Background: an optimization exercise with open tools, aiming at small area. Do not read the settings as production practice.
Function was not checked in any run shown here: the RTL went through the layout flow alone.
Power is estimated from default activity; no workload was simulated.

==> design.v <==
module pwm_chan (
  input               clk_i,
  input               rst_ni,
  input               pwm_en_i,
  input               invert_i,
  input               blink_en_i,
  input               htbt_en_i,
  input        [15:0] phase_delay_i,
  input        [15:0] duty_cycle_a_i,
  input        [15:0] duty_cycle_b_i,
  input        [15:0] blink_param_x_i,
  input        [15:0] blink_param_y_i,
  input        [15:0] phase_ctr_i,
  input               phase_ovf_i,      
  input        [15:0] keep_i,           
  input               cycle_end_i,
  input               clr_chan_cntr_i,
  output logic        pwm_o
);
  function automatic logic ge16(input logic [15:0] a, input logic [15:0] b);
    logic c;
    c = 1'b1;
    for (int i = 0; i < 16; i++) c = (a[i] & ~b[i]) | ((a[i] | ~b[i]) & c);
    ge16 = c;
  endfunction
  logic blink_mode, htbt_mode;
  assign blink_mode = pwm_en_i & blink_en_i;
  assign htbt_mode  = blink_mode & htbt_en_i;
  logic [15:0] pd_m;
  logic        pd_nz;
  assign pd_m  = phase_delay_i & keep_i;
  assign pd_nz = |pd_m;
  logic [15:0] rel;
  logic        rel_brw;
  always_comb begin : p_rel
    logic br;
    br = 1'b0;
    for (int i = 0; i < 16; i++) begin
      rel[i] = phase_ctr_i[i] ^ pd_m[i] ^ br;
      br = (~phase_ctr_i[i] & pd_m[i]) | (~(phase_ctr_i[i] ^ pd_m[i]) & br);
    end
    rel_brw = br;
  end
  logic rel_top;
  assign rel_top = &(rel | ~keep_i);
  logic dc_update_pending, clr_dc_update, update;
  assign clr_dc_update = phase_ovf_i ? (~rel_brw & rel_top) : (~rel_brw | rel_top);
  assign update = pwm_en_i & (pd_nz ? (dc_update_pending & clr_dc_update) : cycle_end_i);
  always_ff @(posedge clk_i or negedge rst_ni) begin
    if (!rst_ni) begin
      dc_update_pending <= 1'b0;
    end else if (clr_chan_cntr_i) begin
      dc_update_pending <= 1'b0;
    end else if (pwm_en_i) begin
      dc_update_pending <= (dc_update_pending | (cycle_end_i & pd_nz)) & ~clr_dc_update;
    end
  end
  logic [15:0] blink_ctr_q, blink_dec;
  logic        blink_end;
  logic        blink_y_phase_q;
  always_comb begin : p_blink_dec
    logic z;
    z = 1'b1;
    for (int i = 0; i < 16; i++) begin
      blink_dec[i] = blink_ctr_q[i] ^ z;
      z = z & ~blink_ctr_q[i];
    end
    blink_end = z;
  end
  logic blink_step;
  assign blink_step = blink_mode & update;
  always_ff @(posedge clk_i or negedge rst_ni) begin
    if (!rst_ni) begin
      blink_ctr_q     <= '0;
      blink_y_phase_q <= 1'b0;
    end else if (clr_chan_cntr_i) begin
      blink_ctr_q     <= blink_param_x_i;
      blink_y_phase_q <= 1'b0;
    end else if (blink_step) begin
      if (blink_end) begin
        blink_ctr_q     <= (blink_y_phase_q | htbt_en_i) ? blink_param_x_i : blink_param_y_i;
        blink_y_phase_q <= ~(blink_y_phase_q | htbt_en_i);
      end else begin
        blink_ctr_q     <= blink_dec;
      end
    end
  end
  logic [15:0] dc_htbt_q;
  logic        dc_wrap_q, htbt_falling;
  logic        pos_htbt, pattern_repeat;
  assign pos_htbt       = ~ge16(duty_cycle_a_i, duty_cycle_b_i);
  assign pattern_repeat = (duty_cycle_a_i == duty_cycle_b_i);
  logic [15:0] htbt_lim;
  logic        htbt_at_lim;
  assign htbt_lim    = (htbt_falling == pos_htbt) ? duty_cycle_a_i : duty_cycle_b_i;
  assign htbt_at_lim = htbt_falling ? ge16(htbt_lim, dc_htbt_q) : ge16(dc_htbt_q, htbt_lim);
  logic htbt_reverse, htbt_sub, dc_htbt_end;
  assign htbt_reverse = htbt_at_lim | dc_wrap_q;
  assign htbt_sub     = htbt_falling ^ htbt_reverse;
  assign dc_htbt_end  = htbt_mode & update & blink_end;
  logic [16:0] htbt_sum;
  always_comb begin : p_htbt_sum
    logic c;
    logic [15:0] yy;
    yy = blink_param_y_i ^ {16{htbt_sub}};
    c  = ~htbt_sub;
    for (int i = 0; i < 16; i++) begin
      htbt_sum[i] = dc_htbt_q[i] ^ yy[i] ^ c;
      c = (dc_htbt_q[i] & yy[i]) | (c & (dc_htbt_q[i] ^ yy[i]));
    end
    htbt_sum[16] = dc_wrap_q ^ htbt_sub ^ c;
  end
  always_ff @(posedge clk_i or negedge rst_ni) begin
    if (!rst_ni) begin
      htbt_falling <= 1'b0;
      dc_wrap_q    <= 1'b0;
      dc_htbt_q    <= '0;
    end else if (clr_chan_cntr_i) begin
      htbt_falling <= ~pos_htbt;
      dc_wrap_q    <= 1'b0;
      dc_htbt_q    <= duty_cycle_a_i;
    end else if (dc_htbt_end) begin
      htbt_falling <= htbt_falling ^ htbt_reverse;
      dc_wrap_q    <= ~pattern_repeat & htbt_sum[16];
      dc_htbt_q    <= pattern_repeat ? duty_cycle_a_i : htbt_sum[15:0];
    end
  end
  logic [15:0] duty_cycle_actual, dc_m;
  assign duty_cycle_actual = htbt_mode ? (dc_wrap_q ? {16{pos_htbt}} : dc_htbt_q) :
                             (blink_en_i & blink_y_phase_q) ? duty_cycle_b_i : duty_cycle_a_i;
  assign dc_m = duty_cycle_actual & keep_i;
  logic pwm_int;
  assign pwm_int = pwm_en_i & ~ge16(rel, dc_m);
  always_ff @(posedge clk_i or negedge rst_ni) begin
    if (!rst_ni) begin
      pwm_o <= 1'b0;
    end else begin
      pwm_o <= pwm_int ^ invert_i;
    end
  end
endmodule
module pwm_core #(
  parameter int unsigned NOutputs = 6,
  parameter int unsigned PhaseCntDw = 16,
  parameter int unsigned BeatCntDw = 27,
  localparam int unsigned DcResnDw = $clog2(PhaseCntDw)
) (
  input                           clk_core_i,
  input                           rst_core_ni,
  input                           cfg_qe,
  input                           cntr_en_i,
  input [DcResnDw-1:0]            dc_resn_i,
  input [BeatCntDw-1:0]           clk_div_i,
  input                           pwm_en_qe,
  input [NOutputs-1:0]            pwm_en_i,
  input                           invert_qe,
  input [NOutputs-1:0]            invert_i,
  input [NOutputs-1:0]            param_qe,
  input [NOutputs-1:0]            blink_en_i,
  input [NOutputs-1:0]            htbt_en_i,
  input [NOutputs*PhaseCntDw-1:0] phase_delay_i,
  input [NOutputs-1:0]            duty_qe,
  input [NOutputs*PhaseCntDw-1:0] duty_a_i,
  input [NOutputs*PhaseCntDw-1:0] duty_b_i,
  input [NOutputs-1:0]            blink_qe,
  input [NOutputs*PhaseCntDw-1:0] blink_x_i,
  input [NOutputs*PhaseCntDw-1:0] blink_y_i,
  output logic [NOutputs-1:0]     pwm_o
);
  logic                 cntr_en_q;
  logic [BeatCntDw-1:0] clk_div_q;
  logic [DcResnDw-1:0]  dc_resn_q;
  logic [NOutputs-1:0]  pwm_en_q, invert_q;
  logic clr_phase_cntr;
  assign clr_phase_cntr = cfg_qe & cntr_en_i & ~cntr_en_q;
  always_ff @(posedge clk_core_i or negedge rst_core_ni) begin
    if (!rst_core_ni) begin
      pwm_en_q <= '0;
      invert_q <= '0;
    end else begin
      if (pwm_en_qe) pwm_en_q <= pwm_en_i;
      if (invert_qe) invert_q <= invert_i;
    end
  end
  logic [NOutputs-1:0] clr_chan_cntr;
  assign clr_chan_cntr = ({NOutputs{pwm_en_qe}} & pwm_en_i & ~pwm_en_q) |
                         ({NOutputs{invert_qe}} & (invert_i ^ invert_q)) |
                         param_qe | duty_qe | blink_qe;
  always_ff @(posedge clk_core_i or negedge rst_core_ni) begin
    if (!rst_core_ni) begin
      cntr_en_q <= 1'b0;
      clk_div_q <= '0;
      dc_resn_q <= '0;
    end else begin
      if (cfg_qe) cntr_en_q <= cntr_en_i;
      if (clr_phase_cntr) begin
        clk_div_q <= clk_div_i;
        dc_resn_q <= dc_resn_i;
      end
    end
  end
  logic                 cntr_en;
  logic [BeatCntDw-1:0] clk_div;
  logic [DcResnDw-1:0]  dc_resn;
  assign cntr_en = cfg_qe ? cntr_en_i : cntr_en_q;
  assign dc_resn = clr_phase_cntr ? dc_resn_i : dc_resn_q;
  assign clk_div = clr_phase_cntr ? clk_div_i : clk_div_q;
  logic [BeatCntDw-1:0] beat_ctr_q, beat_inc;
  logic                 beat_end;
  assign beat_end = (beat_ctr_q == clk_div);
  always_comb begin : p_beat_inc
    logic c;
    c = 1'b1;
    for (int i = 0; i < BeatCntDw; i++) begin
      beat_inc[i] = beat_ctr_q[i] ^ c;
      c = c & beat_ctr_q[i];
    end
  end
  always_ff @(posedge clk_core_i or negedge rst_core_ni) begin
    if (!rst_core_ni) begin
      beat_ctr_q <= '0;
    end else if (cntr_en) begin
      beat_ctr_q <= (clr_phase_cntr | beat_end) ? '0 : beat_inc;
    end
  end
  logic [PhaseCntDw-1:0] keep;
  assign keep = ~({1'b0, {(PhaseCntDw-1){1'b1}}} >> dc_resn);
  logic [PhaseCntDw-1:0] phase_ctr_q, phase_ctr_next;
  logic                  phase_ctr_overflow;
  always_comb begin : p_phase_next
    logic c, t;
    c = 1'b0;
    for (int i = 0; i < PhaseCntDw; i++) begin
      t = c | (keep[i] & ((i == 0) ? 1'b1 : ~keep[i-1]));
      phase_ctr_next[i] = phase_ctr_q[i] ^ t;
      c = t & phase_ctr_q[i];
    end
    phase_ctr_overflow = c;
  end
  logic cycle_end;
  assign cycle_end = beat_end & phase_ctr_overflow;
  always_ff @(posedge clk_core_i or negedge rst_core_ni) begin
    if (!rst_core_ni) begin
      phase_ctr_q <= '0;
    end else if (clr_phase_cntr) begin
      phase_ctr_q <= '0;
    end else if (beat_end & cntr_en) begin
      phase_ctr_q <= phase_ctr_next;
    end
  end
  for (genvar ii = 0; ii < NOutputs; ii++) begin : gen_chan_insts
    pwm_chan u_chan (
      .clk_i            (clk_core_i),
      .rst_ni           (rst_core_ni),
      .pwm_en_i         (pwm_en_i[ii]),
      .invert_i         (invert_i[ii]),
      .blink_en_i       (blink_en_i[ii]),
      .htbt_en_i        (htbt_en_i[ii]),
      .phase_delay_i    (phase_delay_i[ii*PhaseCntDw +: PhaseCntDw]),
      .duty_cycle_a_i   (duty_a_i[ii*PhaseCntDw +: PhaseCntDw]),
      .duty_cycle_b_i   (duty_b_i[ii*PhaseCntDw +: PhaseCntDw]),
      .blink_param_x_i  (blink_x_i[ii*PhaseCntDw +: PhaseCntDw]),
      .blink_param_y_i  (blink_y_i[ii*PhaseCntDw +: PhaseCntDw]),
      .phase_ctr_i      (phase_ctr_q),
      .phase_ovf_i      (phase_ctr_overflow),
      .keep_i           (keep),
      .cycle_end_i      (cycle_end),
      .clr_chan_cntr_i  (clr_chan_cntr[ii]),
      .pwm_o            (pwm_o[ii])
    );
  end
endmodule
==> run.sh <==
#!/bin/bash
# synth_recipe.tcl (not shown) runs the flow's synth.tcl, then flattens the netlist and writes it again
# the make line also repeats each setting of config.mk as NAME=value (left out here)
make -C /OpenROAD-flow-scripts/flow DESIGN_CONFIG=/design/flow/config.mk WORK_HOME=/design/flow/orfs CLKGATE_MAP_FILE= SYNTH_SCRIPT=/design/flow/synth_recipe.tcl finish
==> config.mk <==
export PLATFORM = sky130hd
export DESIGN_NAME = pwm_core
export DESIGN_NICKNAME = pwm_core
export VERILOG_FILES = /design/flow/design.v
export SDC_FILE = /design/flow/constraint.sdc
export NUM_CORES = 4
export LEC_CHECK = 0
export CAP_MARGIN = 20
export CORE_MARGIN = 2
export CORE_UTILIZATION = 40
export SLEW_MARGIN = 20
==> constraint.sdc <==
create_clock -name core_clock -period 14.0 [get_ports {clk_core_i}]
set_input_delay 2.8000 -clock core_clock [delete_from_list [all_inputs] [get_ports {clk_core_i}]]
set_output_delay 2.8000 -clock core_clock [all_outputs]
set_load 0.01 [all_outputs]
==> flow_metrics.py, run 1 <==
metrics = {
    "clock_tree": {
        "worstSkewPairLatency_ns": 0.60,
        "post_cts_buffers": 0,
        "cts_resized": 0,
        "cts_tree": "built",
        "numCtsBuffers": 43,
        "ctsLongestPathBuffers": 3,
        "clock-sinks": 309,
        "cts_hold_buf": 0,
        "cts-root-buf": "clkbuf_16",
        "htree_levels": 2,
        "clk_pin_slew_ns": 0.06,
    },
    "setup_path": {
        "max_stage_delay_ns": 0.49,
        "arrival_ns": 13.99,
        "r2r_end": "gen_chan_insts[3].u_chan.dc_wrap_q$_DFFE_PN0P_",
        "slowest_stage": "fa_1",
        "cp_max_fo": 6,
        "timing.rr.start": "gen_chan_insts[3].u_chan.htbt_falling$_DFFE_PN0P_",
        "regToRegSetupSlack_ns": 3.65,
        "crit_top_cell": "fa_1",
        "worstSetupPathType": "in2reg",
        "worstPathRequired_ns": 14.48,
        "critPathLaunchType": "input port",
        "crit_path_end_kind": "flop",
        "reg2reg_depth": 37,
    },
    "logic_synthesis": {
        "avgSynthCellArea_um2": 8.059,
        "syn-cell-area_um2": 35580,
        "synth_edf_count": 0,
        "ys_warn_count": 2,
        "syn-instance-count": 4415,
        "synthArstFlopShare_pct": 100.0,
        "synthesis.nets": 5470,
        "synth-main-ff-cell": "dfrtp_1",
        "ys_seq_elements": 309,
        "yosysUniqueCellTypes": 94,
        "synth_seq_area_share_pct": 21.73,
    },
    "placed_design": {
        "globalplace.congestion": 0.9741,
        "dp_slack_ns": -0.2128,
        "hpwl_um": 111200,
        "port_buffers": 564,
    },
    "drt": {
        "drtIter0Drc": 2466,
        "wire_per_inst_um": 22.38,
        "ant_nets": 0,
        "drt-vias-per-instance": 5.534,
        "drc": 0,
        "via_count": 34607,
        "routed_wl_um": 139900,
        "dr.pass1.iters": 8,
    },
    "floorplan": {
        "die_h_um": 302.2,
        "std_cell_rows": 109,
        "core_um2": 88240,
        "die_x_um": 302.2,
        "initial_core_util_pct": 40.32,
        "num_io_pins": 565,
        "die-area_um2": 91350,
    },
    "global_route": {
        "grt_pass1_vias": 33812,
        "grtUsageMet3_pct": 8.130,
        "grtUsageMet1_pct": 38.19,
        "grt_max_degree": 86,
        "busiest_layer": "met2",
        "grt_use_met2_pct": 48.37,
        "antenna_found_initial": 47,
        "grt-ovfl-total": 0,
        "grt.total_usage_pct": 29.93,
        "grt_pass1_wl_um": 206900,
    },
    "timing": {
        "clock_skew_ns": 0.02552,
        "fin_hold_ws_ns": 0.4748,
        "period_needed_ns": 13.51,
        "worst_slack_ns": 0.4902,
        "worst_pin_slew_ns": 1.155,
        "rsz0062_at_grt": "true",
        "max_freq_mhz": 74.02,
        "max_slew_margin_pct": 23.01,
        "drv_slew": 0,
        "fin_crit_sh_pct": 96.50,
        "setup_violations": 0,
        "hold_viol_final": 0,
    },
    "final_layout": {
        "final_core_util_pct": 51.27,
        "areaGrowthSynthToFinish_pct": 27.14,
        "nNetsFinal": 6089,
        "fill_cells": 8574,
        "drive_gt1_share_pct": 10.16,
    },
    "worst_hold_path": {
        "min_to": "gen_chan_insts[0].u_chan.blink_ctr_q[10]$_DFFE_PN0P_",
        "worstHoldStart": "gen_chan_insts[0].u_chan.blink_ctr_q[10]$_DFFE_PN0P_",
        "hold_path.class": "reg2reg",
        "holdPathStages": 2,
    },
    "power_and_ir_drop": {
        "p_leak_nw": 20.46,
        "ir_drop_mv": 0.09254,
        "power-per-cell-area_nw_per_um2": 131.7,
    },
    "run": {
        "maxCapViolations": 0,
    },
    "status": {
        "status": "complete, no violations",
    },
}
## worst max-delay path: cells and delay by family
kind                       cells  cell delay (ns)
AOI/OAI and AO/OA             11             2.31
xor gates and xnor gates       1             0.12
adders and majority gates     16             6.48
buffers and inverters          5             0.91
muxes                          1             0.26
and+or+nand+nor                7             1.09
## state kept, by name (all words and copies together), names as in the netlist
signal                                   count
gen_chan_insts.u_chan.dc_htbt_q             96
gen_chan_insts.u_chan.blink_y_phase_q        6
invert_q                                     6
gen_chan_insts.u_chan.dc_update_pending      6
clk_div_q                                   27
pwm_en_q                                     6
gen_chan_insts.u_chan.htbt_falling           6
dc_resn_q                                    4
gen_chan_insts.u_chan.dc_wrap_q              6
gen_chan_insts.u_chan.pwm_o                  6
cntr_en_q                                    1
gen_chan_insts.u_chan.blink_ctr_q           96
phase_ctr_q                                 16
beat_ctr_q                                  27
## layout by cell type, fill, tap and decap left out, types with 29 or more instances in the layout
cell type,count
a211oi_1,80
a21oi_1,228
a221oi_1,33
a31oi_1,34
and2_1,102
buf_4,210
clkbuf_16,44
clkdlybuf4s50_1,562
dfrtp_1,309
fa_1,180
ha_1,316
inv_1,498
maj3_1,29
mux2_2,131
mux2i_1,121
nand2_1,564
nand3_1,68
nand4_1,44
nor2_1,288
nor3_1,63
o211ai_1,51
o21ai_0,459
o22ai_1,32
xnor2_1,45
xor2_1,88
## final cells by class
cell class                      count  area [µm²]  share of cell area, %
Sequential cell                   309        7732                  17.09
Clock inverter                     20       261.5                 0.5781
Timing Repair Buffer              776        7269                  16.07
Clock buffer                       58        1214                  2.683
Inverter                          502        1884                  4.166
Tap cell                         1165        1458                  3.222
Multi-Input combinational cell   3402       25360                  56.07
Antenna cell                       21       52.55                 0.1162
## power by group
group	leakage (nW)	internal, mW	switching, mW
clock network	0.714	0.703	0.470
logic	16.0	1.56	2.04
registers	3.74	1.03	0.150
## per-stage QoR
step	instances	setup TNS (ns)	power, mW	instance area, µm²
2_1_floorplan	4415	0	3.511	35580
3_3_place_gp	6154	-0.04386	4.711	43650
3_5_place_dp	6154	-0.3224	4.756	43650
4_1_cts	6232	0	5.968	45130
5_1_grt	6241	-0.02091	6.437	45210
6_report	6253	0	5.958	45240
## worst max path at each step
stage	slack, ns	endpoint	cells past startpoint	start
floorplan	0.58	gen_chan_insts[0].u_chan.dc_wrap_q$_DFFE_PN0P_	41	duty_a_i[11]
global placement	-0.04	gen_chan_insts[3].u_chan.dc_wrap_q$_DFFE_PN0P_	41	duty_b_i[60]
detailed placement	-0.21	gen_chan_insts[3].u_chan.dc_wrap_q$_DFFE_PN0P_	41	duty_b_i[60]
CTS	0.37	gen_chan_insts[3].u_chan.dc_wrap_q$_DFFE_PN0P_	41	duty_b_i[60]
global route	-0.02	gen_chan_insts[3].u_chan.dc_wrap_q$_DFFE_PN0P_	44	duty_b_i[60]
finish	0.49	gen_chan_insts[4].u_chan.dc_wrap_q$_DFFE_PN0P_	41	duty_a_i[72]
## Yosys cell counts (26+ instances only)
cell type | n | area, µm²
nand2_1 | 565 | 2121
inv_1 | 498 | 1869
o21ai_0 | 465 | 2327
ha_1 | 316 | 3954
dfrtp_1 | 309 | 7732
nor2_1 | 293 | 1100
a21oi_1 | 237 | 1186
fa_1 | 180 | 3603
clkbuf_1 | 166 | 623.1
mux2_2 | 131 | 1475
mux2i_1 | 126 | 1261
and2_1 | 102 | 638.1
xor2_1 | 88 | 770.7
a211oi_1 | 80 | 600.6
nor3_1 | 69 | 345.3
nand3_1 | 68 | 340.3
o211ai_1 | 51 | 382.9
xnor2_1 | 47 | 411.6
nand4_1 | 44 | 275.3
a31oi_1 | 37 | 231.5
a221oi_1 | 33 | 289.0
o22ai_1 | 32 | 200.2
maj3_1 | 29 | 290.3
and3_1 | 27 | 168.9
a22oi_1 | 26 | 195.2
## layer usage
| layer | vias up | part of all wire, % | routed length [µm] |
|---|---|---|---|
| li1 | 16585 | - | - |
| met1 | 16459 | 42 | 59030 |
| met2 | 1220 | 45 | 63620 |
| met3 | 285 | 8.7 | 12110 |
| met4 | 58 | 3.4 | 4812 |
| met5 | - | 0.26 | 364 |
## cell families (layout without fill, tap and decap cells)
kind of cell | after synthesis | in the layout | share of synthesized area, %
muxes | 260 | 260 | 7.881
xor gates and xnor gates | 137 | 137 | 3.446
buffers and inverters | 704 | 1356 | 7.656
DFF | 309 | 309 | 21.73
and+or+nand+nor | 1288 | 1288 | 16.45
AOI/OAI and AO/OA | 1184 | 1184 | 20.52
other | 0 | 21 | 0
adders and majority gates | 533 | 533 | 22.31
==> run 2: changes to the inputs <==
--- a/design.v
+++ b/design.v
@@ -13,3 +13,3 @@
   input        [15:0] phase_ctr_i,
-  input               phase_ovf_i,      
+  input        [15:0] phase_ctr_next_i,
   input        [15:0] keep_i,           
@@ -25,2 +25,12 @@
   endfunction
+  function automatic logic [15:0] sub16(input logic [15:0] a, input logic [15:0] b);
+    logic br;
+    logic [15:0] d;
+    br = 1'b0;
+    for (int i = 0; i < 16; i++) begin
+      d[i] = a[i] ^ b[i] ^ br;
+      br = (~a[i] & b[i]) | (~(a[i] ^ b[i]) & br);
+    end
+    sub16 = d;
+  endfunction
   logic blink_mode, htbt_mode;
@@ -32,17 +42,4 @@
   assign pd_nz = |pd_m;
-  logic [15:0] rel;
-  logic        rel_brw;
-  always_comb begin : p_rel
-    logic br;
-    br = 1'b0;
-    for (int i = 0; i < 16; i++) begin
-      rel[i] = phase_ctr_i[i] ^ pd_m[i] ^ br;
-      br = (~phase_ctr_i[i] & pd_m[i]) | (~(phase_ctr_i[i] ^ pd_m[i]) & br);
-    end
-    rel_brw = br;
-  end
-  logic rel_top;
-  assign rel_top = &(rel | ~keep_i);
   logic dc_update_pending, clr_dc_update, update;
-  assign clr_dc_update = phase_ovf_i ? (~rel_brw & rel_top) : (~rel_brw | rel_top);
+  assign clr_dc_update = ge16(phase_ctr_next_i, pd_m);
   assign update = pwm_en_i & (pd_nz ? (dc_update_pending & clr_dc_update) : cycle_end_i);
@@ -132,3 +129,3 @@
   logic pwm_int;
-  assign pwm_int = pwm_en_i & ~ge16(rel, dc_m);
+  assign pwm_int = pwm_en_i & ~ge16(sub16(phase_ctr_i, pd_m), dc_m);
   always_ff @(posedge clk_i or negedge rst_ni) begin
@@ -264,3 +261,3 @@
       .phase_ctr_i      (phase_ctr_q),
-      .phase_ovf_i      (phase_ctr_overflow),
+      .phase_ctr_next_i (phase_ctr_next),
       .keep_i           (keep),
==> run 2 against run 1 <==
Effect of this change: critical path depth unchanged; non-clock buffer count up 64; critical endpoint is now gen_chan_insts[2].u_chan.dc_wrap_q$_DFFE_PN0P_; setup slack better by 0.032 ns; largest power group unchanged; combinational power down 5.8%; still clean; wire length up 4.4%; core utilization about the same; sequential share of layout area down 0.35 points; die area up 2.0%; clock skew down 0.0047 ns; via count up 5.7%; hold slack better by 0.0018 ns.
==> flow_metrics.py, run 2 <==
metrics = {
    "drt": {
        "drtIter0Drc": 3095,
        "wire_per_inst_um": 22.62,
        "via_count": 36590,
        "drt-vias-per-instance": 5.663,
        "ant_nets": 0,
        "drc": 0,
        "routed_wl_um": 146100,
        "dr.pass1.iters": 6,
    },
    "logic_synthesis": {
        "synthArstFlopShare_pct": 100.0,
        "netlist.area_leader.share_pct": 21.30,
        "syn-cell-area_um2": 36310,
        "yosys.cell_count.top_type": "nand2_1",
        "ys_seq_elements": 309,
        "synth_edf_count": 0,
        "synth_seq_area_share_pct": 21.30,
        "syn-instance-count": 4577,
        "ys_warn_count": 2,
        "synthesis.nets": 5626,
        "synth.area.top_cells": "dfrtp_1, ha_1, fa_1",
        "avgSynthCellArea_um2": 7.933,
        "synth-main-ff-cell": "dfrtp_1",
        "ys_top_cells_by_count": "nand2_1, inv_1, o21ai_0",
        "synth_top_area_cell": "dfrtp_1",
        "yosysUniqueCellTypes": 100,
    },
    "final_layout": {
        "nNetsFinal": 6285,
        "drive_gt1_share_pct": 9.260,
        "layout_common_cells": "nand2_1, clkdlybuf4s50_1, inv_1",
        "reg.largest.list": "gen_chan_insts.u_chan.blink_ctr_q: 96 flops, gen_chan_insts.u_chan.dc_htbt_q: 96 flops",
        "final_core_util_pct": 51.32,
        "final_common_cell": "nand2_1",
        "final_area_um2": 46190,
        "areaGrowthSynthToFinish_pct": 27.21,
    },
    "floorplan": {
        "die-area_um2": 93200,
        "core_um2": 90010,
        "num_io_pins": 565,
        "die_x_um": 305.3,
        "initial_core_util_pct": 40.34,
        "die_h_um": 305.3,
        "std_cell_rows": 110,
    },
    "timing": {
        "drv_slew": 0,
        "fin_setup_tns_ns": 0,
        "fin_crit_sh_pct": 96.27,
        "clock_skew_ns": 0.02082,
        "period_needed_ns": 13.48,
        "worst_pin_slew_ns": 0.9994,
        "max_freq_mhz": 74.20,
        "setup_violations": 0,
        "max_slew_margin_pct": 33.21,
        "hold_viol_final": 0,
        "worst_slack_ns": 0.5223,
    },
    "worst_hold_path": {
        "hold_path.class": "reg2reg",
        "worstHoldStart": "gen_chan_insts[3].u_chan.blink_ctr_q[1]$_DFFE_PN0P_",
    },
    "global_route": {
        "antenna_found_initial": 53,
        "grt_pass1_vias": 35746,
        "grt_max_degree": 84,
        "grt-ovfl-total": 0,
        "grt.total_usage_pct": 30.63,
        "grt_pass1_wl_um": 219600,
    },
    "clock_tree": {
        "cts_tree": "built",
        "worstSkewPairLatency_ns": 0.62,
        "ctsLongestPathBuffers": 3,
        "clock-sinks": 309,
        "clk_pin_slew_ns": 0.06,
        "cts-root-buf": "clkbuf_16",
        "cts_hold_buf": 0,
        "htree_levels": 2,
        "numCtsBuffers": 44,
    },
    "setup_path": {
        "critPathLaunchType": "input port",
        "crit_top_cell": "fa_1",
        "path_delay_family": "adder cells",
        "crit_path_end_kind": "flop",
        "slowest_stage": "clkdlybuf4s50_1",
        "max_stage_delay_ns": 0.48,
        "timing.rr.start": "gen_chan_insts[4].u_chan.htbt_falling$_DFFE_PN0P_",
        "cp_max_fo": 4,
        "startpoint": "duty_a_i[45]",
        "crit_buf_inv": 7,
        "worstPathRequired_ns": 14.50,
        "arrival_ns": 13.97,
        "worstSetupPathType": "in2reg",
    },
    "placed_design": {
        "dp_slack_ns": -0.3216,
        "post_dp_cell_area_um2": 44550,
        "globalplace.congestion": 0.9505,
        "hpwl_um": 115700,
        "port_buffers": 564,
    },
    "status": {
        "status": "complete, no violations",
    },
    "power_and_ir_drop": {
        "ir_drop_mv": 0.08803,
        "p_leak_nw": 21.27,
        "power-per-cell-area_nw_per_um2": 125.3,
    },
    "run": {
        "maxCapViolations": 0,
    },
}
## run 2: changes by cell type in the layout (fill, tap and decap cells not counted), moves of 20 or more
cell / previous run / this run
maj3_1: 29 / 72
nand2_1: 564 / 606
xnor2_1: 45 / 67
and2_1: 102 / 25
buf_4: 210 / 273
a21oi_1: 228 / 313
nor2_1: 288 / 308
nor2b_1: 19 / 48
a211oi_1: 80 / 55
mux2_2: 131 / 55
o211ai_1: 51 / 82
a221oi_1: 33 / 12
## run 2: repair_timing
| item | in CTS | in global routing |
|---|---|---|
| buffers inserted | 0 | 0 |
| endpoints found under the setup margin | 0 | 6 |
| resized for setup | 0 | 19 |
## run 2: worst register-to-register path: cells and delay by family, from the launching register on
kind,cells,cell delay [ns]
adders and majority gates,16,6.65
AOI/OAI and AO/OA,9,1.57
buffers and inverters,4,0.73
DFF,1,0.63
and+or+nand+nor,4,0.62
muxes,1,0.37
## run 2: path summary, 6_finish.rpt
path                                                                  endpoint  slack, ns  cells after the start
max                             gen_chan_insts[2].u_chan.dc_wrap_q$_DFFE_PN0P_       0.52                     41
min                        gen_chan_insts[3].u_chan.blink_ctr_q[1]$_DFFE_PN0P_       0.48                      2
max reg2reg                 gen_chan_insts[4].u_chan.dc_htbt_q[15]$_DFFE_PN0P_       3.31                     34
min reg2reg                gen_chan_insts[3].u_chan.blink_ctr_q[1]$_DFFE_PN0P_       0.48                      2
max in group asynchronous  gen_chan_insts[4].u_chan.blink_ctr_q[6]$_DFFE_PN0P_      10.33                      2
min in group asynchronous    gen_chan_insts[5].u_chan.dc_htbt_q[4]$_DFFE_PN0P_       2.22                      1
## run 2: area by class of cell
cell class | instances | area (µm²)
sequential | 309 | 7732
clock inverter | 23 | 296.5
clock buffer | 57 | 1200
antenna | 15 | 37.54
timing repair buffer | 840 | 7737
inverter | 486 | 1824
fill | 8861 | 43820
multi-input combinational | 3555 | 25890
tap | 1176 | 1471
## run 2: power by group
| part | switching [mW] | leakage [nW] | internal, mW |
|---|---|---|---|
| clock | 0.493 | 0.729 | 0.703 |
| combinational | 1.92 | 16.8 | 1.48 |
| sequential | 0.173 | 3.74 | 1.02 |
| total | 2.59 | 21.3 | 3.20 |
## run 2: kinds of logic after synthesis
family	after synthesis	synth area share, %
AOI/OAI and AO/OA	1337	23.05
muxes	191	5.603
buffers and inverters	713	7.712
DFF	309	21.30
and+or+nand+nor	1307	15.92
xor gates and xnor gates	147	3.608
adders and majority gates	573	22.81
## run 2: metrics by stage
step / hold slack [ns] / power [mW] / cells
after floorplan: 0.4498 / 3.389 / 4577
after global placement: 0.4602 / 4.490 / 6365
after detailed placement: 0.4701 / 4.544 / 6365
after CTS: 0.4831 / 5.773 / 6445
after global routing: 0.5038 / 6.241 / 6457
final: 0.4765 / 5.787 / 6461
## run 2: layer usage
layer  global-route usage, %  vias to the layer above  part of all wire (%)
li1                        -                    17332                     -
met2                   49.09                     1423                    45
met4                   10.62                       78                   3.6
met3                   8.590                      349                   8.9
met1                   39.51                    17408                    42
met5                       0                        -                  0.32
==> run 3: changes to the inputs <==
--- a/design.v
+++ b/design.v
@@ -13,3 +13,3 @@
   input        [15:0] phase_ctr_i,
-  input        [15:0] phase_ctr_next_i,
+  input               phase_ovf_i,      
   input        [15:0] keep_i,           
@@ -25,12 +25,2 @@
   endfunction
-  function automatic logic [15:0] sub16(input logic [15:0] a, input logic [15:0] b);
-    logic br;
-    logic [15:0] d;
-    br = 1'b0;
-    for (int i = 0; i < 16; i++) begin
-      d[i] = a[i] ^ b[i] ^ br;
-      br = (~a[i] & b[i]) | (~(a[i] ^ b[i]) & br);
-    end
-    sub16 = d;
-  endfunction
   logic blink_mode, htbt_mode;
@@ -42,4 +32,17 @@
   assign pd_nz = |pd_m;
+  logic [15:0] rel;
+  logic        rel_brw;
+  always_comb begin : p_rel
+    logic br;
+    br = 1'b0;
+    for (int i = 0; i < 16; i++) begin
+      rel[i] = phase_ctr_i[i] ^ pd_m[i] ^ br;
+      br = (~phase_ctr_i[i] & pd_m[i]) | (~(phase_ctr_i[i] ^ pd_m[i]) & br);
+    end
+    rel_brw = br;
+  end
+  logic rel_top;
+  assign rel_top = &(rel | ~keep_i);
   logic dc_update_pending, clr_dc_update, update;
-  assign clr_dc_update = ge16(phase_ctr_next_i, pd_m);
+  assign clr_dc_update = phase_ovf_i ? (~rel_brw & rel_top) : (~rel_brw | rel_top);
   assign update = pwm_en_i & (pd_nz ? (dc_update_pending & clr_dc_update) : cycle_end_i);
@@ -87,3 +90,3 @@
   logic        pos_htbt, pattern_repeat;
-  assign pos_htbt       = ~ge16(duty_cycle_a_i, duty_cycle_b_i);
+  assign pos_htbt       = duty_cycle_a_i < duty_cycle_b_i;
   assign pattern_repeat = (duty_cycle_a_i == duty_cycle_b_i);
@@ -91,4 +94,7 @@
   logic        htbt_at_lim;
-  assign htbt_lim    = (htbt_falling == pos_htbt) ? duty_cycle_a_i : duty_cycle_b_i;
-  assign htbt_at_lim = htbt_falling ? ge16(htbt_lim, dc_htbt_q) : ge16(dc_htbt_q, htbt_lim);
+  assign htbt_lim = (htbt_falling == pos_htbt) ? duty_cycle_a_i : duty_cycle_b_i;
+  logic htbt_ge, htbt_eq;
+  assign htbt_ge     = dc_htbt_q >= htbt_lim;
+  assign htbt_eq     = dc_htbt_q == htbt_lim;
+  assign htbt_at_lim = htbt_falling ? (~htbt_ge | htbt_eq) : htbt_ge;
   logic htbt_reverse, htbt_sub, dc_htbt_end;
@@ -129,3 +135,3 @@
   logic pwm_int;
-  assign pwm_int = pwm_en_i & ~ge16(sub16(phase_ctr_i, pd_m), dc_m);
+  assign pwm_int = pwm_en_i & ~ge16(rel, dc_m);
   always_ff @(posedge clk_i or negedge rst_ni) begin
@@ -261,3 +267,3 @@
       .phase_ctr_i      (phase_ctr_q),
-      .phase_ctr_next_i (phase_ctr_next),
+      .phase_ovf_i      (phase_ctr_overflow),
       .keep_i           (keep),
==> flow/run.sh (new file) <==
#!/bin/bash
# Standard layout, with single-strength port buffers and no CTS dummy loads.
set -euo pipefail
export BUFFER_PORTS_ARGS="-buffer_cell sky130_fd_sc_hd__buf_1"
export CTS_ARGS="-sink_clustering_enable -repair_clock_nets -dont_use_dummy_load"
bash standard.sh > standard.log 2>&1
==> standard.sh (new file) <==
#!/bin/bash
# synth_recipe.tcl (not shown) runs the flow's synth.tcl, then flattens the netlist and writes it again
# the make line also repeats each setting of config.mk as NAME=value (left out here)
make -C /OpenROAD-flow-scripts/flow DESIGN_CONFIG=/design/flow/config.mk WORK_HOME=/design/flow/orfs CLKGATE_MAP_FILE= SYNTH_SCRIPT=/design/flow/synth_recipe.tcl "${@:-finish}"
removed: run.sh
==> run 3 against run 2 <==
Effect of this change: power down 1.5%; register-to-register slack better by 0.16 ns; wire length down 8.6%; via count down 9.4%; critical path depth up 4; maximum frequency up 1.1%; design area down 16%.
==> flow_metrics.py, run 3 <==
metrics = {
    "setup_path": {
        "critPathLaunchType": "input port",
        "crit_buf_inv": 6,
        "startpoint": "duty_b_i[49]",
        "path_delay_family": "adder cells",
        "crit_top_cell": "fa_1",
        "max_stage_delay_ns": 0.62,
        "slowest_stage": "or4b_2",
        "cp_max_fo": 28,
        "timing.rr.start": "cntr_en_q$_DFF_PN0_",
        "worstPathRequired_ns": 14.48,
        "worstSetupPathType": "in2reg",
        "crit_path_end_kind": "flop",
        "arrival_ns": 13.82,
    },
    "drt": {
        "drtIter0Drc": 2712,
        "via_count": 33154,
        "drc": 0,
        "dr.pass1.iters": 6,
        "ant_nets": 0,
        "drt-vias-per-instance": 5.612,
        "wire_per_inst_um": 22.60,
        "routed_wl_um": 133500,
    },
    "clock_tree": {
        "cts_resized": 0,
        "ctsLongestPathBuffers": 3,
        "cts-root-buf": "clkbuf_16",
        "worstSkewPairLatency_ns": 0.61,
        "clk_pin_slew_ns": 0.05,
        "cts_hold_buf": 0,
        "post_cts_buffers": 0,
        "cts_tree": "built",
        "htree_levels": 2,
        "clock-sinks": 309,
        "numCtsBuffers": 44,
    },
    "logic_synthesis": {
        "syn-cell-area_um2": 34000,
        "ys_warn_count": 2,
        "synth-main-ff-cell": "dfrtp_1",
        "synthesis.nets": 5305,
        "synth.area.top_cells": "dfrtp_1, ha_1, fa_1",
        "synth_top_area_cell": "dfrtp_1",
        "synth_seq_area_share_pct": 22.74,
        "ys_seq_elements": 309,
        "ys_top_cells_by_count": "nand2_1, a21oi_1, nor2_1",
        "yosysUniqueCellTypes": 83,
        "avgSynthCellArea_um2": 8.012,
        "yosys.cell_count.top_type": "nand2_1",
        "netlist.area_leader.share_pct": 22.74,
        "synth_edf_count": 0,
        "syn-instance-count": 4244,
        "synthArstFlopShare_pct": 100.0,
    },
    "final_layout": {
        "fill_cells": 8538,
        "layout_common_cells": "buf_1, nand2_1, a21oi_1",
        "reg.largest.list": "gen_chan_insts.u_chan.blink_ctr_q: 96 flops, gen_chan_insts.u_chan.dc_htbt_q: 96 flops",
        "final_core_util_pct": 46.37,
        "final_common_cell": "buf_1",
        "drive_gt1_share_pct": 6.200,
        "nNetsFinal": 5821,
        "multi_input_area_um2": 24120,
        "areaGrowthSynthToFinish_pct": 14.48,
        "ff_latch_area_um2": 7732,
    },
    "power_and_ir_drop": {
        "power-per-cell-area_nw_per_um2": 146.5,
        "p_leak_nw": 17.84,
        "ir_drop_mv": 0.09127,
    },
    "run": {
        "maxCapViolations": 0,
    },
    "floorplan": {
        "core_um2": 83950,
        "die-area_um2": 87350,
        "std_cell_rows": 106,
        "num_io_pins": 565,
        "initial_core_util_pct": 40.50,
        "die_x_um": 295.6,
        "die_h_um": 295.6,
    },
    "global_route": {
        "grt_pass1_vias": 32316,
        "grt.total_usage_pct": 30.01,
        "grt_pass1_wl_um": 198400,
        "grt-ovfl-total": 0,
        "grt_max_degree": 123,
        "antenna_found_initial": 28,
    },
    "timing": {
        "max_freq_mhz": 75.01,
        "drv_slew": 0,
        "setup_violations": 0,
        "fin_setup_tns_ns": 0,
        "hold_viol_final": 0,
        "clock_skew_ns": 0.07838,
        "worst_pin_slew_ns": 1.105,
        "max_slew_margin_pct": 26.36,
        "period_needed_ns": 13.33,
        "rsz0062_at_grt": "false",
        "fin_crit_sh_pct": 95.22,
    },
    "placed_design": {
        "port_buffers": 564,
        "hpwl_um": 105600,
        "globalplace.congestion": 0.9614,
    },
    "status": {
        "status": "complete, no violations",
    },
    "worst_hold_path": {
        "hold_path.class": "reg2reg",
        "worstHoldStart": "gen_chan_insts[3].u_chan.blink_ctr_q[5]$_DFFE_PN0P_",
    },
}
==> run 3: cell types whose count changed after synthesis, moves of 40 or more <==
cell / before / now
nor2_1: 312 / 399
nor3_1: 68 / 28
mux2i_1: 131 / 83
a21oi_1: 314 / 430
xnor2_1: 67 / 22
inv_1: 481 / 390
o21ai_0: 467 / 372
maj3_1: 72 / 16
o211ai_1: 82 / 41
and2_1: 26 / 83
nand2_1: 606 / 487
==> run 3: cell type report <==
cell class	instances	share of cell area (%)
Antenna cell	16	0.1029
Sequential cell	309	19.86
Tap cell	1134	3.645
Timing Repair Buffer	679	7.827
Clock buffer	44	2.829
Inverter	391	3.770
Multi-Input combinational cell	3335	61.96
==> run 3: per-layer routing <==
metal,vias up,global-route usage [%],share of wire (%)
met5,-,0.5543,0.18
met4,28,12.10,4.3
met3,300,7.052,8.3
met2,1308,47.68,45
met1,15762,39.26,42
li1,15756,-,-
==> run 3: cells by family after synthesis <==
| family | Yosys count | share of synthesized area, % |
|---|---|---|
| AND/OR/NAND/NOR | 1314 | 17.58 |
| XOR/XNOR | 138 | 3.555 |
| AO/OA/AOI/OAI | 1200 | 21.15 |
| adder cells (fa/ha/maj) | 518 | 22.92 |
| flip-flops | 309 | 22.74 |
| buffers and inverters | 600 | 6.867 |
| multiplexers | 165 | 5.192 |
==> run 3: metrics by stage <==
stage	worst slack, ns	power, mW	std cells	hold WS (ns)	area, µm²
5_1_grt	0.02698	6.182	5902	0.4977	38910
3_3_place_gp	0.2583	4.641	5846	0.4609	37750
3_5_place_dp	0.1421	4.667	5846	0.4701	37750
2_1_floorplan	-0.007375	3.559	4244	0.4498	34010
6_report	0.6688	5.702	5908	0.4761	38930
4_1_cts	0.6705	5.689	5890	0.4809	38850
==> run 3: worst paths after layout <==
| check | to | slack (ns) | cells after the start |
|---|---|---|---|
| worst max-delay path | gen_chan_insts[3].u_chan.dc_wrap_q$_DFFE_PN0P_ | 0.67 | 45 |
| worst min-delay path | gen_chan_insts[3].u_chan.blink_ctr_q[5]$_DFFE_PN0P_ | 0.48 | 2 |
| worst max register to register | gen_chan_insts[0].u_chan.dc_htbt_q[12]$_DFFE_PN0P_ | 3.47 | 33 |
| worst min register to register | gen_chan_insts[3].u_chan.blink_ctr_q[5]$_DFFE_PN0P_ | 0.48 | 2 |
| max in group asynchronous | gen_chan_insts[1].u_chan.blink_ctr_q[15]$_DFFE_PN0P_ | 9.90 | 3 |
| min in group asynchronous | gen_chan_insts[5].u_chan.blink_ctr_q[6]$_DFFE_PN0P_ | 2.08 | 1 |
==> run 3: power by group <==
group / switching, mW / internal (mW)
sequential: 0.138 / 1.03
clock: 0.435 / 0.547
combinational: 2.11 / 1.45
total: 2.68 / 3.02
==> run 3: worst min-delay path: stages, from the launching register on <==
cell     delay, ns
dfrtp_1       0.34
nand2_1       0.05
o21ai_0       0.06

[port drivers added, routing unchanged]
In the flow no input, the clock included, has a driving cell. The finished layouts below were timed again as built, in two steps. Step 1: set_driving_cell puts a clkbuf_16 on clk_core_i and a buf_2 on each other input, an assumption about the parent block. Step 2, shift: input delay + t, output delay - t, t = (earliest + latest rising clock arrival at the registers) / 2. This alone moves slack from input paths to output paths. Three values: no drivers, after step 1, after step 2; two values: the first two.
| run | t, ns | slack for setup (ns) | slew at the worst register clock pin (ns) |
|---|---|---|---|
| run 1 | 0.663 | 0.490 / 0.529 / -0.134 | 0.06 / 0.06 |
| run 2 | 0.677 | 0.522 / 0.558 / -0.119 | 0.07 / 0.07 |
| run 3 | 0.644 | 0.669 / 0.679 / 0.035 | 0.06 / 0.06 |
With both steps, setup timing fails in run 1 and run 2, where it was met with ideal ports. For run 2, which loses most, drivers alone change the setup slack by +0.036 ns; drivers and shift together by -0.641 ns.
